Source: an optimization exercise on an open RTL-to-GDS flow (aim: small area, a short achievable clock period and few clock cycles per item). Production flows keep margins and buffers that such runs may drop. In this exercise RTL edits were held to simulation tests only and were not proved equivalent to the original.

$ cat flow/run.sh
#!/bin/bash
# synth_recipe.tcl (not shown) runs the flow's synth.tcl, then flattens the netlist and writes it again
# the make line also repeats each setting of config.mk as NAME=value (left out here)
make -C /OpenROAD-flow-scripts/flow DESIGN_CONFIG=/design/flow/config.mk WORK_HOME=/design/flow/orfs CLKGATE_MAP_FILE= SYNTH_SCRIPT=/design/flow/synth_recipe.tcl finish
$ cat flow/config.mk
export PLATFORM = sky130hd
export DESIGN_NAME = lab08_md5
export DESIGN_NICKNAME = lab08_md5
export VERILOG_FILES = /design/flow/design.v
export SDC_FILE = /design/flow/constraint.sdc
export NUM_CORES = 4
export LEC_CHECK = 0
export CAP_MARGIN = 20
export CORE_MARGIN = 2
export CORE_UTILIZATION = 40
export SLEW_MARGIN = 20
$ cat flow/constraint.sdc
create_clock -name core_clock -period 11.0 [get_ports {clk}]
set_input_delay 2.2000 -clock core_clock [delete_from_list [all_inputs] [get_ports {clk}]]
set_output_delay 2.2000 -clock core_clock [all_outputs]
set_load 0.01 [all_outputs]
$ cat flow/design.v
`timescale 1ns / 1ps
module lab08_md5(
  input            clk,
  input            reset_n,
  input            start,
  input  [63:0]    msg_in,
  output           ready,
  output           done,
  output [127:0]   digest
);
reg  [6:0]  i;
reg         pend;             
reg         dn;
reg  [31:0] w0, w1;           
reg  [31:0] q, b, c, d;
wire acc  = start & ready;
wire idle = (i == 7'd127);
wire go   = idle & pend;
wire fin  = i[6];
assign ready  = ~pend & (i >= 7'd54);
assign done   = dn;
function [31:0] bswap(input [31:0] x);
  bswap = {x[7:0], x[15:8], x[23:16], x[31:24]};
endfunction
assign digest = {bswap(d), bswap(q), bswap(b), bswap(c)};
wire [6:0] n = i + 7'd1;
reg  [31:0] kn;
always @(*) begin
  case (n)
      7'd0: kn = 32'h3eafc779;
      7'd1: kn = 32'he8c7b756;
      7'd2: kn = 32'h2420715b;
      7'd3: kn = 32'hc1bdceee;
      7'd4: kn = 32'hf57c0faf;
      7'd5: kn = 32'h4787c62a;
      7'd6: kn = 32'ha8304613;
      7'd7: kn = 32'hfd469501;
      7'd8: kn = 32'h698098d8;
      7'd9: kn = 32'h8b44f7af;
      7'd10: kn = 32'hffff5bb1;
      7'd11: kn = 32'h895cd7be;
      7'd12: kn = 32'h6b901122;
      7'd13: kn = 32'hfd987193;
      7'd14: kn = 32'ha67943ce;
      7'd15: kn = 32'h49b40821;
      7'd16: kn = 32'hf61e2562;
      7'd17: kn = 32'hc040b340;
      7'd18: kn = 32'h265e5a51;
      7'd19: kn = 32'he9b6c7aa;
      7'd20: kn = 32'hd62f105d;
      7'd21: kn = 32'h02441453;
      7'd22: kn = 32'hd8a1e681;
      7'd23: kn = 32'he7d3fbc8;
      7'd24: kn = 32'h21e1cde6;
      7'd25: kn = 32'hc3370816;
      7'd26: kn = 32'hf4d50d87;
      7'd27: kn = 32'h455a14ed;
      7'd28: kn = 32'ha9e3e905;
      7'd29: kn = 32'hfcefa478;
      7'd30: kn = 32'h676f02d9;
      7'd31: kn = 32'h8d2a4c8a;
      7'd32: kn = 32'hfffa3942;
      7'd33: kn = 32'h8771f681;
      7'd34: kn = 32'h6d9d6122;
      7'd35: kn = 32'hfde5384c;
      7'd36: kn = 32'ha4beea44;
      7'd37: kn = 32'h4bdecfa9;
      7'd38: kn = 32'hf6bb4b60;
      7'd39: kn = 32'hbebfbc70;
      7'd40: kn = 32'h289b7ec6;
      7'd41: kn = 32'heaa127fa;
      7'd42: kn = 32'hd4ef3085;
      7'd43: kn = 32'h04881d05;
      7'd44: kn = 32'hd9d4d039;
      7'd45: kn = 32'he6db99e5;
      7'd46: kn = 32'h1fa27cf8;
      7'd47: kn = 32'hc4ac56e5;
      7'd48: kn = 32'hf4292244;
      7'd49: kn = 32'h432aff97;
      7'd50: kn = 32'hab9423e7;
      7'd51: kn = 32'hfc93a039;
      7'd52: kn = 32'h655b59c3;
      7'd53: kn = 32'h8f0ccc92;
      7'd54: kn = 32'hffeff47d;
      7'd55: kn = 32'h85845dd1;
      7'd56: kn = 32'h6fa87e4f;
      7'd57: kn = 32'hfe2ce6e0;
      7'd58: kn = 32'ha3014314;
      7'd59: kn = 32'h4e0811a1;
      7'd60: kn = 32'hf7537e82;
      7'd61: kn = 32'hbd3af235;
      7'd62: kn = 32'h2ad7d33b;
      7'd63: kn = 32'heb86d391;
      7'd64: kn = 32'h67452301;
      7'd65: kn = 32'h10325476;
      7'd66: kn = 32'h98badcfe;
      7'd67: kn = 32'hefcdab89;
    default: kn = 32'h0;
  endcase
end
reg [3:0] gn;
always @(*) begin
  case (n[5:4])
    2'd0: gn = n[3:0];
    2'd1: gn = n[3:0] * 4'd5 + 4'd1;
    2'd2: gn = n[3:0] * 4'd3 + 4'd5;
    default: gn = n[3:0] * 4'd7;
  endcase
end
wire [31:0] wn = n[6] ? 32'h0 : (gn == 4'd0) ? w0 : (gn == 4'd1) ? w1 : 32'h0;
reg [31:0] f;
always @(*) begin
  if (fin) f = 32'h0;
  else case (i[5:4])
    2'd0: f = d ^ (b & (c ^ d));
    2'd1: f = c ^ (d & (b ^ c));
    2'd2: f = b ^ c ^ d;
    default: f = c ^ (b | ~d);
  endcase
end
reg [4:0] s;
always @(*) begin
  if (fin) s = 5'd0;
  else case ({i[5:4], i[1:0]})
    4'd0:  s = 5'd7;  4'd1:  s = 5'd12; 4'd2:  s = 5'd17; 4'd3:  s = 5'd22;
    4'd4:  s = 5'd5;  4'd5:  s = 5'd9;  4'd6:  s = 5'd14; 4'd7:  s = 5'd20;
    4'd8:  s = 5'd4;  4'd9:  s = 5'd11; 4'd10: s = 5'd16; 4'd11: s = 5'd23;
    4'd12: s = 5'd6;  4'd13: s = 5'd10; 4'd14: s = 5'd15; default: s = 5'd21;
  endcase
end
wire [31:0] t  = q + f;
wire [31:0] r0 = s[0] ? {t[30:0],  t[31]}     : t;
wire [31:0] r1 = s[1] ? {r0[29:0], r0[31:30]} : r0;
wire [31:0] r2 = s[2] ? {r1[27:0], r1[31:28]} : r1;
wire [31:0] r3 = s[3] ? {r2[23:0], r2[31:24]} : r2;
wire [31:0] r4 = s[4] ? {r3[15:0], r3[31:16]} : r3;
wire [31:0] bn = (fin ? 32'h0 : b) + r4;
wire [31:0] qn = (go ? 32'h0 : d) + kn + wn;
always @(posedge clk) begin
  q <= qn;
  b <= go ? 32'hefcdab89 : bn;
  c <= go ? 32'h98badcfe : b;
  d <= go ? 32'h10325476 : c;
end
always @(posedge clk) begin
  if (acc) begin
    w0 <= bswap(msg_in[63:32]);
    w1 <= bswap(msg_in[31:0]);
  end
end
always @(posedge clk) begin
  if (~reset_n) begin
    i    <= 7'd127;
    pend <= 1'b0;
    dn   <= 1'b0;
  end else begin
    dn <= (i == 7'd66);
    if (acc) pend <= 1'b1;
    else if (go) pend <= 1'b0;
    if (i == 7'd66) i <= 7'd127;
    else if (~idle | go) i <= n;
  end
end
endmodule
==> flow_summary.toml, run 1 <==
[outcome]
outcome = "complete, no violations"

[cells_and_area]
drive_gt1_share_pct = 8.31
final_cell_mix = "nand2_1 (260), o21ai_0 (253), a21oi_1 (217)"
fin_cells = 3324
final_nets = 2864
seq_area_sq_mm = 0.00477
fill_cells = 4817
design_area_sq_mm = 0.0234
finalCoreUtilization_pct = 47.8
final_common_cell = "nand2_1"
syn_to_final_growth_pct = 17.8
multi_input_area_sq_mm = 0.0143

[hold_path]
min_from = "c[13]"
hp-class = "reg2reg"

[clock_tree]
clk_pin_slew_ps = 60
hold_buffers = 0
ctsResizeCount = 0
cts-htree-levels = 1
numCtsBuffers = 26
clkLatencyLatePin_ps = 590
root_buffer = "clkbuf_16"
postCtsSetupRepairBufs = 0
clk_path_buf_depth = 3
cts_tree = "built"
clock_sinks = 206

[floorplanning]
fp.dieArea_sq_mm = 0.0515
initial_core_util_pct = 40.6
die_w_um = 227
rows = 81
pin_count = 197
core_area_sq_mm = 0.0490
die_h_um = 227

[sta]
fin_crit_sh_pct = 84.1
worst_slack_ps = 1750
setup_viol = 0
setup_tns_ps = 0
fin_skew_ps = 47.6
hold_viol = 0
rsz0062_at_grt = "no"
tightest_slew_ps = 1190
timing.final.max_slew_violations = 0
min_period_ps = 9250
max-slew-margin-rel_pct = 19.7
fmax_mhz = 108
whs_ps = 539

[yosys]
synthSimpleGateAreaFrac_pct = 19.5
synth-edff-count = 64
synth_xor_area_share_pct = 5.63
netlist_area_sq_mm = 0.0199
yosysUniqueCellTypes = 90
synthFlopType = "dfxtp_1"
syn_inst = 2536
synth_top_family_by_area = "compound AO/OA/AOI/OAI gates"
syn_area_per_cell_sq_um = 7.84
synth_compound_area_share_pct = 28.0
ys_warn_count = 1
synthMuxAreaShare_pct = 6.90
synth-adder-area-share_pct = 11.3
async_flop_share_pct = 0
ys_seq_elements = 206
yosysSeqAreaShare_pct = 24.0
synth_nets = 2760

[placed_design]
dpl-instance-area_sq_mm = 0.0225
port_buffers = 196
dp_hpwl_mm = 62.0
dp_slack_ps = 1900
gp_congestion = 1.03
dpl.cell_count = 3276

[worst_setup_path]
cp_top_family = "compound AO/OA/AOI/OAI gates"
critPathKind = "reg2reg"
critPathLaunch = "i[4]"
path_buf_inv = 1
crit_path_start_kind = "flip-flop"
setup.worst_path.end_class = "flip-flop"
cp.arrival_ps = 9700
cpMaxStageDelayCell = "dfxtp_4"
crit_required_ps = 11450
critPathMaxFanout = 60
slowest_delay_ps = 690
r2r_start = "i[4]"

[grt]
grt_usage_pct = 30.9
grt_start_max_net_pins = 80
grt-ovfl-total = 0
grt_pass1_wl_mm = 121
antenna_found_initial = 1
grt_pass1_vias = 19241

[route]
vias = 20678
route.detailed.drc = 0
routed_wl_mm = 81.3
ant_nets = 0
drt-pass1-iter-count = 7
via_per_inst = 6.22
routedWlPerCell_um = 24.5
first_iter_violations = 2575

[job]
cap_violations = 0
per-layer routing:
metal	vias up	part of all wire [%]	global-route usage, %
met2	1075	45	48.5
met1	9936	42	42.6
met4	0	4.0	11.7
met5	-	0	0
met3	174	8.7	4.81
li1	9493	-	-
cells in the mapped netlist, drive strengths merged, types with 6 or more instances:
cell type,count,share of area [%]
edfxtp,64,9.7
ha,121,7.6
o2111ai,10,0.44
nor2,200,3.8
mux2,34,1.9
a211o,9,0.40
or3,16,0.56
clkbuf,139,2.6
o21bai,11,0.42
inv,80,1.5
dfxtp,142,14
o31a,6,0.26
a221oi,7,0.31
a31oi,39,1.2
nor2b,48,1.5
o21a,24,0.91
o21ai,261,6.6
a21o,39,1.5
a211oi,73,2.8
nand2b,52,1.6
a311oi,42,1.9
and2,51,1.6
nand4,14,0.44
nor3,57,1.5
fa,36,3.6
a2bb2oi,6,0.26
mux4,19,2.2
o211ai,27,1.1
and3,15,0.47
or2,41,1.3
o31ai,16,0.67
o22ai,10,0.35
o211a,7,0.35
buf,28,0.55
a22oi,9,0.34
a21oi,218,5.5
mux2i,56,2.8
xor2,35,1.6
nand2,260,4.9
o311ai,6,0.35
xnor2,92,4.1
nand3,44,1.1
nor4,6,0.19
flip-flops by register name, indices dropped and copies added (netlist names), named ones only:
name  cells
d        32
q        32
w0       32
c        32
dn        1
pend      1
w1       32
b        32
i         7
layout make-up:
class | instances | area share, %
Multi-Input combinational cell | 2082 | 61.0
Sequential cell | 206 | 20.4
Timing Repair Buffer | 243 | 9.88
Tap cell | 664 | 3.55
Clock buffer | 32 | 2.96
Inverter | 81 | 1.30
Clock inverter | 15 | 0.978
Antenna cell | 1 | 0.0107
logic make-up after synthesis:
logic type,after synthesis
AOI/OAI and AO/OA,872
and+or+nand+nor,816
buffers and inverters,248
DFF,206
adders and majority gates,158
xor gates and xnor gates,127
muxes,109
path summary, 6_finish.rpt:
kind | end | slack, ps | cells past startpoint
worst max-delay path | b[30] | 1750 | 30
worst min-delay path | d[13] | 540 | 1
worst max register to register | b[30] | 1750 | 30
worst min register to register | d[13] | 540 | 1
Testbench counts, summed over its fixed seeds: cycles 13,072, hashes 192.
==> run 2, diff against run 1 <==
--- a/flow/config.mk
+++ b/flow/config.mk
@@ -5,6 +5,7 @@
 export SDC_FILE = /design/flow/constraint.sdc
 export NUM_CORES = 4
 export LEC_CHECK = 0
+export ABC_AREA = 1
 export CAP_MARGIN = 20
 export CORE_MARGIN = 2
 export CORE_UTILIZATION = 40
==> flow_summary.toml, run 2 <==
[outcome]
outcome = "complete, no violations"

[sta]
fin_crit_sh_pct = 76.3
tightest_slew_ps = 1130
hold_viol = 0
worst_slack_ps = 2610
max-slew-margin-rel_pct = 23.9
whs_ps = 511
timing.final.max_slew_violations = 0
fin_skew_ps = 15.3
rsz0062_at_grt = "no"
min_period_ps = 8390
setup_viol = 0
setup_tns_ps = 0
fmax_mhz = 119

[worst_setup_path]
cpMaxStageDelayCell = "a21boi_0"
path_buf_inv = 5
slowest_delay_ps = 880
crit_path_start_kind = "flip-flop"
critPathMaxFanout = 60
cp.arrival_ps = 8810
crit_required_ps = 11420
cp_top_family = "compound AO/OA/AOI/OAI gates"
setup.worst_path.end_class = "flip-flop"
critPathKind = "reg2reg"

[yosys]
synth_nets = 3363
synthFlopType = "dfxtp_1"
netlist_area_sq_mm = 0.0201
syn_area_per_cell_sq_um = 6.40
async_flop_share_pct = 0
yosysSeqAreaShare_pct = 23.7
synthTopCellsByCount = "nand2_1 (712), inv_1 (417), nand3_1 (372)"
ys_top_cells_by_area = "dfxtp_1 (14%), nand2_1 (13%), edfxtp_1 (9.6%)"
yosysTopAreaCell = "dfxtp_1"
syn_inst = 3139
post-synth-top-count-cell = "nand2_1"
ys_seq_elements = 206
yosysUniqueCellTypes = 65
yosysTopAreaCellShare_pct = 14.2
ys_warn_count = 1
synth-edff-count = 64

[cells_and_area]
final_cell_mix = "nand2_1 (712), inv_1 (416), nand3_1 (372)"
fin_cells = 3958
drive_gt1_share_pct = 4.47
final_common_cell = "nand2_1"
syn_to_final_growth_pct = 17.1
antenna_cells = 0
final_nets = 3489

[placed_design]
gp_congestion = 1.07
dp_hpwl_mm = 75.2
port_buffers = 196
dpl.cell_count = 3908
dp_slack_ps = 2980

[route]
route.detailed.drc = 0
drt-pass1-iter-count = 8
routedWlPerCell_um = 23.7
first_iter_violations = 2636
via_per_inst = 5.77
ant_nets = 0
vias = 22845
routed_wl_mm = 93.8

[grt]
grt_pass1_wl_mm = 138
grt_pass1_vias = 21165
grt_start_max_net_pins = 74
grt-ovfl-total = 0
antenna_found_initial = 3
grt_usage_pct = 35.0

[clock_tree]
clk_pin_slew_ps = 60
hold_buffers = 0
clkLatencyLatePin_ps = 570
clk_path_buf_depth = 3
root_buffer = "clkbuf_16"
cts-htree-levels = 1
clock_sinks = 206
numCtsBuffers = 27
postCtsSetupRepairBufs = 0
cts_tree = "built"
ctsResizeCount = 0

[floorplanning]
rows = 82
die_h_um = 228
core_area_sq_mm = 0.0499
initial_core_util_pct = 40.3
fp.dieArea_sq_mm = 0.0520
die_w_um = 228
pin_count = 197

[job]
cap_violations = 0

[hold_path]
hp-class = "reg2reg"
## run 2: routing by layer
| layer | GRT usage [%] | vias up | part of all wire [%] |
|---|---|---|---|
| li1 | - | 10739 | - |
| met4 | 11.5 | 4 | 3.6 |
| met2 | 51.2 | 1207 | 41 |
| met3 | 8.23 | 146 | 11 |
| met1 | 50.3 | 10749 | 45 |
| met5 | 0 | - | 0.029 |
## run 2: final cells by class
| cell class | count | area, sq um |
|---|---|---|
| Clock buffer | 30 | 707 |
| Inverter | 430 | 1620 |
| Tap cell | 672 | 841 |
| Clock inverter | 20 | 282 |
| Sequential cell | 206 | 4770 |
| Timing Repair Buffer | 225 | 2180 |
| Multi-Input combinational cell | 2375 | 13100 |
| Fill cell | 5213 | 26300 |
## run 2: through the flow
step	utilization [%]	instance area, sq um
final	47.2	23500
after global routing	47.2	23500
after CTS	47.2	23500
after detailed placement	45.2	22500
after global placement	45.2	22500
after floorplan	-	20100
## run 2: worst reg2reg max path, delay by kind of cell, from the launching register on
kind | cells | cell delay, ps
buffers and inverters | 5 | 1500
xor gates and xnor gates | 1 | 230
adders and majority gates | 3 | 1050
DFF | 1 | 310
AOI/OAI and AO/OA | 12 | 3150
and+or+nand+nor | 15 | 2010
## run 2: worst paths after layout
| kind | from | to | slack [ps] | cells after the start |
|---|---|---|---|---|
| min | c[0] | d[0] | 510 | 2 |
| max reg2reg | i[4] | b[24] | 2610 | 36 |
| max | i[4] | b[24] | 2610 | 36 |
| min reg2reg | c[0] | d[0] | 510 | 2 |
## run 2: logic make-up (layout without fill, tap and decap cells)
family                     Yosys count  in the layout  synth area share [%]
AOI/OAI and AO/OA                  616            616                  18.1
buffers and inverters              558            705                  11.0
xor gates and xnor gates            77             77                  3.36
DFF                                206            206                  23.7
and+or+nand+nor                   1522           1522                  32.5
muxes                                3              3                 0.150
adders and majority gates          157            157                  11.1
==> run 3, diff against run 2 <==
--- a/flow/design.v
+++ b/flow/design.v
@@ -11,19 +11,44 @@
 reg  [6:0]  i;
 reg         pend;             
 reg         dn;
+reg         go;               
 reg  [31:0] w0, w1;           
 reg  [31:0] q, b, c, d;
+reg  [3:0]  fs;               
+reg  [4:0]  s;                
+reg         fin;              
+reg  [6:0]  n;                
 wire acc  = start & ready;
 wire idle = (i == 7'd127);
-wire go   = idle & pend;
-wire fin  = i[6];
 assign ready  = ~pend & (i >= 7'd54);
 assign done   = dn;
 function [31:0] bswap(input [31:0] x);
   bswap = {x[7:0], x[15:8], x[23:16], x[31:24]};
 endfunction
 assign digest = {bswap(d), bswap(q), bswap(b), bswap(c)};
-wire [6:0] n = i + 7'd1;
+wire [6:0] i_nx = (~reset_n | (i == 7'd66)) ? 7'd127 : (go | ~idle) ? i + 7'd1 : i;
+wire pend_nx = reset_n & (acc | (pend & ~go));
+wire go_nx   = (i_nx == 7'd127) & pend_nx;
+reg  [4:0] s_nx;
+always @(*) begin
+  case ({i_nx[5:4], i_nx[1:0]})
+    4'd0:  s_nx = 5'd7;  4'd1:  s_nx = 5'd12; 4'd2:  s_nx = 5'd17; 4'd3:  s_nx = 5'd22;
+    4'd4:  s_nx = 5'd5;  4'd5:  s_nx = 5'd9;  4'd6:  s_nx = 5'd14; 4'd7:  s_nx = 5'd20;
+    4'd8:  s_nx = 5'd4;  4'd9:  s_nx = 5'd11; 4'd10: s_nx = 5'd16; 4'd11: s_nx = 5'd23;
+    4'd12: s_nx = 5'd6;  4'd13: s_nx = 5'd10; 4'd14: s_nx = 5'd15; default: s_nx = 5'd21;
+  endcase
+  if (i_nx[6]) s_nx = 5'd0;
+end
+always @(posedge clk) begin
+  i    <= i_nx;
+  pend <= pend_nx;
+  go   <= go_nx;
+  dn   <= reset_n & (i == 7'd66);
+  fin  <= i_nx[6];
+  fs   <= i_nx[6] ? 4'b0000 : (4'b0001 << i_nx[5:4]);
+  s    <= s_nx;
+  n    <= i_nx + 7'd1;
+end
 reg  [31:0] kn;
 always @(*) begin
   case (n)
@@ -108,26 +133,10 @@
   endcase
 end
 wire [31:0] wn = n[6] ? 32'h0 : (gn == 4'd0) ? w0 : (gn == 4'd1) ? w1 : 32'h0;
-reg [31:0] f;
-always @(*) begin
-  if (fin) f = 32'h0;
-  else case (i[5:4])
-    2'd0: f = d ^ (b & (c ^ d));
-    2'd1: f = c ^ (d & (b ^ c));
-    2'd2: f = b ^ c ^ d;
-    default: f = c ^ (b | ~d);
-  endcase
-end
-reg [4:0] s;
-always @(*) begin
-  if (fin) s = 5'd0;
-  else case ({i[5:4], i[1:0]})
-    4'd0:  s = 5'd7;  4'd1:  s = 5'd12; 4'd2:  s = 5'd17; 4'd3:  s = 5'd22;
-    4'd4:  s = 5'd5;  4'd5:  s = 5'd9;  4'd6:  s = 5'd14; 4'd7:  s = 5'd20;
-    4'd8:  s = 5'd4;  4'd9:  s = 5'd11; 4'd10: s = 5'd16; 4'd11: s = 5'd23;
-    4'd12: s = 5'd6;  4'd13: s = 5'd10; 4'd14: s = 5'd15; default: s = 5'd21;
-  endcase
-end
+wire [31:0] f = ({32{fs[0]}} & (d ^ (b & (c ^ d)))) |
+                ({32{fs[1]}} & (c ^ (d & (b ^ c)))) |
+                ({32{fs[2]}} & (b ^ c ^ d)) |
+                ({32{fs[3]}} & (c ^ (b | ~d)));
 wire [31:0] t  = q + f;
 wire [31:0] r0 = s[0] ? {t[30:0],  t[31]}     : t;
 wire [31:0] r1 = s[1] ? {r0[29:0], r0[31:30]} : r0;
@@ -148,17 +157,4 @@
     w1 <= bswap(msg_in[31:0]);
   end
 end
-always @(posedge clk) begin
-  if (~reset_n) begin
-    i    <= 7'd127;
-    pend <= 1'b0;
-    dn   <= 1'b0;
-  end else begin
-    dn <= (i == 7'd66);
-    if (acc) pend <= 1'b1;
-    else if (go) pend <= 1'b0;
-    if (i == 7'd66) i <= 7'd127;
-    else if (~idle | go) i <= n;
-  end
-end
 endmodule
--- a/flow/config.mk
+++ b/flow/config.mk
@@ -9,4 +9,5 @@
 export CAP_MARGIN = 20
 export CORE_MARGIN = 2
 export CORE_UTILIZATION = 40
+export SETUP_SLACK_MARGIN = 5
 export SLEW_MARGIN = 20
==> flow_summary.toml, run 3 <==
[cells_and_area]
drive_gt1_share_pct = 6.18
antenna_cells = 0
final_nets = 3822
syn_to_final_growth_pct = 18.2
final_common_cell = "nand2_1"
finalCoreUtilization_pct = 47.7
final_cell_mix = "nand2_1 (1006), inv_1 (434), nand3_1 (434)"
design_area_sq_mm = 0.0256

[sta]
rsz0062_at_grt = "yes"
min_period_ps = 5760
timing.final.max_slew_violations = 0
setup_viol = 0
hold_viol = 0
fmax_mhz = 173
tightest_slew_ps = 962
setup_tns_ps = 0
fin_skew_ps = 27.7
max-slew-margin-rel_pct = 35.6
fin_crit_sh_pct = 52.4

[route]
vias = 24039
drt-pass1-iter-count = 8
via_per_inst = 5.56
routedWlPerCell_um = 21.3
ant_nets = 0
first_iter_violations = 2573
route.detailed.drc = 0
routed_wl_mm = 92.2

[grt]
grt_usage_pct = 32.2
grt_pass1_vias = 22185
grt-ovfl-total = 0
grt_pass1_wl_mm = 138
grt_start_max_net_pins = 99
antenna_found_initial = 1

[worst_setup_path]
crit_path_start_kind = "input port"
critPathMaxFanout = 26
reg2reg_slack_ps = 5290
r2r_start = "fs[2]"
cpMostUsedCell = "nand2_1"
timing.rr.end = "b[24]"
slowest_delay_ps = 500
cpMaxStageDelayCell = "ha_4"
rr_worst_depth = 34
cp.arrival_ps = 6280
cp_cell_sequence = "clkdlybuf4s50_1 -> nand2_2 -> inv_2 -> nand2_2 -> ha_1 -> inv_1 -> ha_4 -> clkinvlp_4 -> buf_4 -> nor2_1 -> inv_1 -> nand2_1 -> nand2_1 -> nand2_1 -> nand2_1 -> o21ai_1 -> nand2_1 -> nand2_1 -> nand2_1 -> nand2_1"
crit_required_ps = 11510
critPathKind = "in2reg"
setup.worst_path.end_class = "flip-flop"

[yosys]
yosysTopAreaCellShare_pct = 17.5
post-synth-top-count-cell = "nand2_1"
yosysSeqAreaShare_pct = 26.1
ys_seq_elements = 250
netlist_area_sq_mm = 0.0217
ys_top_cells_by_area = "nand2_1 (18%), dfxtp_1 (17%), nand3_1 (10%)"
ys_warn_count = 1
syn_area_per_cell_sq_um = 6.27
async_flop_share_pct = 0
yosysUniqueCellTypes = 52
synth_nets = 3678
synth-edff-count = 64
synthTopCellsByCount = "nand2_1 (1012), inv_1 (437), nand3_1 (437)"
synthFlopType = "dfxtp_1"
syn_inst = 3456
yosysTopAreaCell = "nand2_1"

[clock_tree]
clk_path_buf_depth = 3
hold_buffers = 0
clk_pin_slew_ps = 60
cts-htree-levels = 1
clkLatencyLatePin_ps = 600
root_buffer = "clkbuf_16"
cts_tree = "built"
numCtsBuffers = 31
clock_sinks = 250

[floorplanning]
core_area_sq_mm = 0.0537
pin_count = 197
die_w_um = 237
initial_core_util_pct = 40.3
rows = 85
die_h_um = 237
fp.dieArea_sq_mm = 0.0560

[hold_path]
min_from = "c[0]"
min_path_cells = 2
hp-class = "reg2reg"
min_delay_worst_endpoint = "d[0]"

[placed_design]
dpl-instance-area_sq_mm = 0.0242
dp_hpwl_mm = 71.9
port_buffers = 196
gp_congestion = 1.05

[job]
cap_violations = 0

[outcome]
outcome = "complete, no violations"
run 3: cell families (layout without fill, tap and decap cells):
group | after synthesis | after routing | share of synthesized area, %
AO/OA/AOI/OAI | 530 | 530 | 14.0
flip-flops | 250 | 250 | 26.1
AND/OR/NAND/NOR | 1892 | 1892 | 37.2
XOR/XNOR | 55 | 55 | 2.22
adder cells (fa/ha/maj) | 155 | 155 | 10.2
buffers and inverters | 574 | 742 | 10.4
run 3: final cells by class:
type,instances,area (sq um)
Inverter,454,1720
Tap cell,696,871
Timing Repair Buffer,231,2290
Fill cell,5615,28100
Clock inverter,19,215
Clock buffer,38,822
Sequential cell,250,5680
Multi-Input combinational cell,2632,14000
run 3: worst max path at each step:
stage / from / to / depth (start not counted)
2_1_floorplan: n[1] / q[23] / 27
3_3_place_gp: reset_n / kn[12] / 20
3_5_place_dp: reset_n / kn[30] / 20
4_1_cts: d[19] / b[24] / 36
5_1_grt: b[23] / b[24] / 35
6_report: reset_n / kn[30] / 20
run 3: critical path, delay by kind of cell:
family	cells	cell delay (ps)
AO/OA/AOI/OAI	1	100
AND/OR/NAND/NOR	11	1480
buffers and inverters	6	1540
adder cells (fa/ha/maj)	2	930
run 3: through the flow:
| step | hold WS [ps] | setup WS, ps | cells |
|---|---|---|---|
| after floorplan | 505 | 5950 | 3456 |
| after global placement | 501 | 4330 | 4256 |
| after detailed placement | 506 | 4110 | 4256 |
| after CTS | 514 | 5000 | 4315 |
| after global routing | 500 | 4820 | 4320 |
| final | 492 | 5240 | 4320 |
run 3: what timing repair did:
item,in CTS,in global routing
buffers inserted,2,5
resized for setup,6,105
endpoints found under the hold margin,0,0
endpoints found under the setup margin,34,58
pin swaps,1,11
run 3: metal layers:
metal / vias to the layer above / share of wire, % / GRT usage (%)
li1: 11619 / - / -
met1: 11150 / 42 / 42.6
met2: 1076 / 45 / 52.1
met3: 194 / 7.6 / 4.19
met4: 0 / 5.4 / 14.9
met5: - / 0 / 0
Testbench counts of run 3, summed over its fixed seeds: cycles 13,072, hashes 192.
==> run 4, diff against run 3 <==
--- a/flow/config.mk
+++ b/flow/config.mk
@@ -9,5 +9,5 @@
 export CAP_MARGIN = 20
 export CORE_MARGIN = 2
 export CORE_UTILIZATION = 40
-export SETUP_SLACK_MARGIN = 5
+export SETUP_SLACK_MARGIN = 3
 export SLEW_MARGIN = 20
==> flow_summary.toml, run 4 <==
[clock_tree]
clk_path_buf_depth = 3
root_buffer = "clkbuf_16"
postCtsSetupRepairBufs = 0
numCtsBuffers = 31
cts-htree-levels = 1
clk_pin_slew_ps = 60
clkLatencyLatePin_ps = 600
cts_tree = "built"
hold_buffers = 0
clock_sinks = 250
ctsResizeCount = 0

[yosys]
ys_top_cells_by_area = "nand2_1 (18%), dfxtp_1 (17%), nand3_1 (10%)"
post-synth-top-count-cell = "nand2_1"
yosysUniqueCellTypes = 52
synthFlopType = "dfxtp_1"
netlist_area_sq_mm = 0.0217
yosysSeqAreaShare_pct = 26.1
yosysTopAreaCell = "nand2_1"
ys_seq_elements = 250
ys_warn_count = 1
synth_nets = 3678
synth-edff-count = 64
syn_area_per_cell_sq_um = 6.27
synthTopCellsByCount = "nand2_1 (1012), inv_1 (437), nand3_1 (437)"
syn_inst = 3456
async_flop_share_pct = 0
yosysTopAreaCellShare_pct = 17.5

[route]
ant_nets = 0
route.detailed.drc = 0
drt-pass1-iter-count = 6
routedWlPerCell_um = 21.3
via_per_inst = 5.54
dr_wl_met2_mm = 41.2
routed_wl_mm = 91.8
drt-met1-wl_mm = 38.9
dr_wl_met3_mm = 6.73
top_layer_used = "met4"
first_iter_violations = 2488
vias = 23888

[cells_and_area]
multi_input_area_sq_mm = 0.0138
final_common_cell = "nand2_1"
drive_gt1_share_pct = 4.12
seq_area_sq_mm = 0.00565
final_cell_mix = "nand2_1 (1012), nand3_1 (437), inv_1 (435)"
syn_to_final_growth_pct = 16.4
antenna_cells = 0
fill_cells = 5638
final_nets = 3815

[worst_setup_path]
crit_path_start_kind = "input port"
reg2reg_slack_ps = 4740
critPathKind = "in2reg"
crit_required_ps = 11520
r2r_start = "fs[2]"
rr_worst_depth = 35
timing.rr.end = "b[24]"
critPathMaxFanout = 26
cp.arrival_ps = 6980
setup.worst_path.end_class = "flip-flop"

[floorplanning]
core_area_sq_mm = 0.0537
pin_count = 197
die_w_um = 237
rows = 85
die_h_um = 237
initial_core_util_pct = 40.3
fp.dieArea_sq_mm = 0.0560

[grt]
grt_start_max_net_pins = 99
grt_pass1_vias = 22133
grt_pass1_wl_mm = 138
antenna_found_initial = 0
grt-ovfl-total = 0
grt_usage_pct = 32.1

[placed_design]
dp_hpwl_mm = 71.9
gp_congestion = 1.05
port_buffers = 196

[hold_path]
min_from = "c[25]"
hp-class = "reg2reg"
min_delay_worst_endpoint = "d[25]"
min_path_cells = 2

[sta]
setup_viol = 0
setup_tns_ps = 0
tightest_slew_ps = 999
hold_viol = 0
timing.final.max_slew_violations = 0
max-slew-margin-rel_pct = 33.1
min_period_ps = 6460
fin_crit_sh_pct = 58.7
rsz0062_at_grt = "no"
fin_skew_ps = 20.3
whs_ps = 520
fmax_mhz = 155

[job]
cap_violations = 0

[outcome]
outcome = "complete, no violations"
-- run 4: cell families (layout without fill, tap and decap cells) --
group | after synthesis | after routing | share of synthesized area [%]
AOI/OAI and AO/OA | 530 | 530 | 14.0
xor gates and xnor gates | 55 | 55 | 2.22
adders and majority gates | 155 | 155 | 10.2
buffers and inverters | 574 | 735 | 10.4
DFF | 250 | 250 | 26.1
and+or+nand+nor | 1892 | 1892 | 37.2
-- run 4: area by class of cell --
type	count	share of cell area, %
Tap cell	696	3.45
Timing Repair Buffer	224	8.61
Multi-Input combinational cell	2632	54.6
Clock inverter	19	0.853
Sequential cell	250	22.4
Inverter	454	6.79
Clock buffer	38	3.26
-- run 4: worst max path at each step --
stage                       start  endpoint  slack [ps]  depth (start not counted)
after floorplan              n[1]     q[23]        5950                         27
after CTS                 reset_n    kn[30]        4700                         20
final                     reset_n    kn[30]        4540                         20
after global routing        d[19]     b[24]        4240                         36
after global placement    reset_n    kn[12]        4330                         20
after detailed placement  reset_n    kn[30]        4110                         20
-- run 4: layer usage --
layer	global-route usage (%)	vias to the layer above
li1	-	11586
met1	42.7	11066
met2	52.0	1027
met3	4.10	209
met4	14.9	0
met5	0	-
-- run 4: worst max-delay path, stage by stage --
cell and delay, ps:
clkdlybuf4s50_1 430, nand2_2 130, inv_2 90, nand2_2 320, ha_1 430, inv_1 170
ha_1 890, clkinv_1 610, buf_4 390, nor2_1 320, inv_1 170, nand2_1 170
nand2_1 110, nand2_1 110, nand2_1 50, o21ai_1 100, nand2_1 60, nand2_1 70
nand2_1 50, nand2_1 70
-- run 4: stage by stage --
| stage | utilization [%] | worst slack (ps) | cell area [sq um] | instances |
|---|---|---|---|---|
| floorplan | - | 5950 | 21700 | 3456 |
| global placement | 45.0 | 4330 | 24200 | 4256 |
| detailed placement | 45.0 | 4110 | 24200 | 4256 |
| CTS | 47.0 | 4700 | 25200 | 4313 |
| global route | 47.0 | 4240 | 25200 | 4313 |
| finish | 47.0 | 4540 | 25200 | 4313 |

[what the ideal ports hide]
How much do the figures lean on ideal ports? The routed layouts below were timed once more, with nothing changed but the port constraints.
Step 1, drivers: a clkbuf_16 drives clk and a buf_2 each remaining input, both assumed.
Step 2, shift: input delay + t, output delay - t, t = (earliest + latest rising clock arrival at the registers) / 2. This alone moves slack from input paths to output paths.
a / b / c = ideal ports / drivers / drivers and shift; a / b = the first two.
| run | shift t [ns] | setup WS [ns] | worst hold slack (ns) | worst setup path after step 2 | cell pins on the clock port's net |
|---|---|---|---|---|---|
| run 1 | 0.617 | 1.750 / 1.750 / 1.750 | 0.539 / 0.539 / 0.539 | register to register | 1 |
| run 2 | 0.625 | 2.612 / 2.612 / 2.612 | 0.511 / 0.511 / 0.511 | register to register | 1 |
| run 3 | 0.653 | 5.236 / 5.276 / 4.622 | 0.492 / 0.492 / 0.492 | input to register | 1 |
| run 4 | 0.653 | 4.540 / 4.580 / 3.926 | 0.520 / 0.520 / 0.520 | input to register | 1 |
After both steps every run listed still meets setup and hold.
